Source: an optimization exercise on an open RTL-to-GDS flow (aim: small area). Production flows keep margins and buffers that such runs may drop. In this exercise RTL edits were held to simulation tests only and were not proved equivalent to the original.

==> inputs of run F <==
// b8Xb8_s16
module b8Xb8_s16(
  input clk,
  input rst_n,
  input [7:0] in1_0,
  input [7:0] in1_1,
  input [7:0] in1_2,
  input [7:0] in1_3,
  input [7:0] in1_4,
  input [7:0] in1_5,
  input [7:0] in1_6,
  input [7:0] in1_7,
  input [7:0] in1_8,
  input [7:0] in1_9,
  input [7:0] in1_10,
  input [7:0] in1_11,
  input [7:0] in1_12,
  input [7:0] in1_13,
  input [7:0] in1_14,
  input [7:0] in1_15,
  input [7:0] in2_0,
  input [7:0] in2_1,
  input [7:0] in2_2,
  input [7:0] in2_3,
  input [7:0] in2_4,
  input [7:0] in2_5,
  input [7:0] in2_6,
  input [7:0] in2_7,
  input [7:0] in2_8,
  input [7:0] in2_9,
  input [7:0] in2_10,
  input [7:0] in2_11,
  input [7:0] in2_12,
  input [7:0] in2_13,
  input [7:0] in2_14,
  input [7:0] in2_15,
  output [11:0] out
  );
clock: 7.5 ns
lec_check: 0
cap_margin: 0
core_margin: 2
core_utilization: 40
slew_margin: 0
synth_hierarchical: 1
run.sh (not shown) runs the stock make flow with config.mk's settings and CLKGATE_MAP_FILE= SYNTH_SCRIPT=/design/flow/synth_recipe.tcl, a recipe that flattens the netlist after the stock synthesis.
==> run A: changes against run F <==
Settings changed: GPL_TIMING_DRIVEN set to 0.
==> run D: changes against run F <==
Settings changed: CAP_MARGIN 0 to 20, SLEW_MARGIN 0 to 20.
==> impl_metrics.yaml <==
run_status:
  outcome: "no timing/DRC/antenna violations"
global_route:
  grt_pass1_vias: 21369
placed_design:
  dpl-instance-area_mm2: 0.02740
timing:
  timing.fmax_ghz: 0.1467
  finalCritPeriodShare: 0.9087
finish:
  synthToLayoutAreaGrowth_pct: 5.194
  mostFrequentLayoutCells: "1,025 x nand2_1, 1,004 x fa_1, 131 x clkbuf_2"
critical_path:
  startpoint: "in2_0[3]"
routing:
  wirelength_mm: 110.2
  dr_wl_met2_mm: 51.47
clocking:
  path_clk_slew_ns: 0.06
[end of results for run A]
==> impl_metrics.yaml <==
routing:
  wirelength_mm: 117.0
  dr_wl_met2_mm: 54.90
clocking:
  path_clk_slew_ns: 0.07
critical_path:
  startpoint: "in1_11[1]"
timing:
  finalCritPeriodShare: 0.9854
  timing.fmax_ghz: 0.1353
placed_design:
  dpl-instance-area_mm2: 0.03092
global_route:
  grt_pass1_vias: 21806
run_status:
  outcome: "no timing/DRC/antenna violations"
finish:
  synthToLayoutAreaGrowth_pct: 18.58
[end of results for run F]
==> impl_metrics.yaml <==
run_status:
  outcome: "no timing/DRC/antenna violations"
routing:
  wirelength_mm: 117.0
  vias: 19190
finish:
  synthToLayoutAreaGrowth_pct: 18.58
  mostFrequentLayoutCells: "1,025 x nand2_1, 1,004 x fa_1, 268 x clkdlybuf4s50_1"
critical_path:
  crit_end: "q_10_1$_DFF_P_"
  startpoint: "in1_11[1]"
timing:
  timing.fmax_ghz: 0.1353
  maxSlewHeadroom: 0.3843
placed_design:
  dpl-instance-area_mm2: 0.03092
[end of results for run D]

---

==> exp/maple <==
b8Xb8_s16, a different RTL version from the one above (not shown whole).
Design b8Xb8_s16, start of the top module:
module b8Xb8_s16(
  input clk,
  input rst_n,
  input [7:0] in1_0,
  input [7:0] in1_1,
  input [7:0] in1_2,
  input [7:0] in1_3,
  input [7:0] in1_4,
  input [7:0] in1_5,
  input [7:0] in1_6,
  input [7:0] in1_7,
  input [7:0] in1_8,
  input [7:0] in1_9,
  input [7:0] in1_10,
  input [7:0] in1_11,
  input [7:0] in1_12,
  input [7:0] in1_13,
  input [7:0] in1_14,
  input [7:0] in1_15,
  input [7:0] in2_0,
  input [7:0] in2_1,
  input [7:0] in2_2,
  input [7:0] in2_3,
  input [7:0] in2_4,
  input [7:0] in2_5,
  input [7:0] in2_6,
  input [7:0] in2_7,
  input [7:0] in2_8,
  input [7:0] in2_9,
  input [7:0] in2_10,
  input [7:0] in2_11,
  input [7:0] in2_12,
  input [7:0] in2_13,
  input [7:0] in2_14,
  input [7:0] in2_15,
  output [11:0] out
  );
==> flow/config.mk <==
export PLATFORM = sky130hd
export DESIGN_NAME = b8Xb8_s16
export DESIGN_NICKNAME = b8Xb8_s16
export VERILOG_FILES = /design/flow/design.v
export SDC_FILE = /design/flow/constraint.sdc
export NUM_CORES = 4
export LEC_CHECK = 0
export CAP_MARGIN = 20
export CORE_MARGIN = 2
export CORE_UTILIZATION = 60
export GPL_TIMING_DRIVEN = 0
export SETUP_SLACK_MARGIN = 0.1
export SLEW_MARGIN = 20
export SYNTH_HIERARCHICAL = 1
==> flow/constraint.sdc <==
create_clock -name core_clock -period 7.5 [get_ports {clk}]
set_input_delay 1.5000 -clock core_clock [delete_from_list [all_inputs] [get_ports {clk}]]
set_output_delay 1.5000 -clock core_clock [all_outputs]
set_load 0.01 [all_outputs]
standard.sh (not shown) runs the stock make flow with config.mk's settings and CLKGATE_MAP_FILE= SYNTH_SCRIPT=/design/flow/synth_recipe.tcl, a recipe that flattens the netlist after the stock synthesis.
==> flow/flow/run.sh <==
#!/bin/bash
# The standard layout (standard.sh), with two CTS/port-buffer choices:
# every port still gets its own buffer, but a plain buf_1 rather than the
# clkdlybuf4s50_1 delay cell, and CTS uses clkbuf_8 with no dummy loads.
set -euo pipefail
export BUFFER_PORTS_ARGS="-buffer_cell sky130_fd_sc_hd__buf_1"
export CTS_ARGS="-sink_clustering_enable -repair_clock_nets -dont_use_dummy_load -buf_list sky130_fd_sc_hd__clkbuf_8"
bash standard.sh finish > standard.log 2>&1
==> exp/delta (differences from exp/maple) <==
Settings changed: CORE_UTILIZATION 60 to 40.
==> results.txt <==
- Outcome: complete, no violations
- Number of global-route vias before repair: 21.2k
- Relative slew slack: 0.373
- Metal-1 WL: 39.6 mm
- Final Wtd Congestion: 1.03
- Fmax: roughly 140 MHz
(the above is from exp/delta)
==> results.txt <==
- Relative slew slack: 0.514
- Metal-1 WL: 35.6 mm
- Sum Neg Setup Slack: 0 ns
- Number of global-route vias before repair: 20.9k
- Outcome: complete, no violations
- Final Wtd Congestion: 1.06
(the above is from exp/maple)

[re-timing with driven ports]
Ports are ideal in the flow. The routed layouts listed here were re-timed in OpenROAD. Step 1 assumes that a clkbuf_16 drives the clock port and a buf_2 every other input. Step 2 adds t to the input delays and takes it off the output delays; t is the mean of the earliest and latest rising clock arrival at the registers after step 1. Input paths then give back, and output paths get back, about the clock's delay inside the block. a / b / c = no drivers / after step 1 / after step 2; a / b = the first two.
run | t, ns | setup slack, ns | worst setup path after step 2 | latest minus earliest clock arrival (ns) | worst data-port slew with drivers (ns)
run F | 0.350 | 0.110 / 0.141 / -0.209 | input to register | 0.008 / 0.008 | 0.07
run A | 0.354 | 0.685 / 0.704 / 0.350 | input to register | 0.016 / 0.017 | 0.08
run D | 0.350 | 0.110 / 0.141 / -0.209 | input to register | 0.008 / 0.008 | 0.07
exp/maple | 0.364 | 0.149 / 0.132 / -0.233 | input to register | 0.028 / 0.027 | 0.09
exp/delta | 0.354 | 0.158 / 0.161 / -0.193 | input to register | 0.021 / 0.020 | 0.07
Met with ideal ports but missed after step 2: setup timing in run F, run D, exp/maple and exp/delta. The setup slack of exp/maple, which loses most, moves by -0.017 ns with the drivers and by -0.382 ns with both steps.
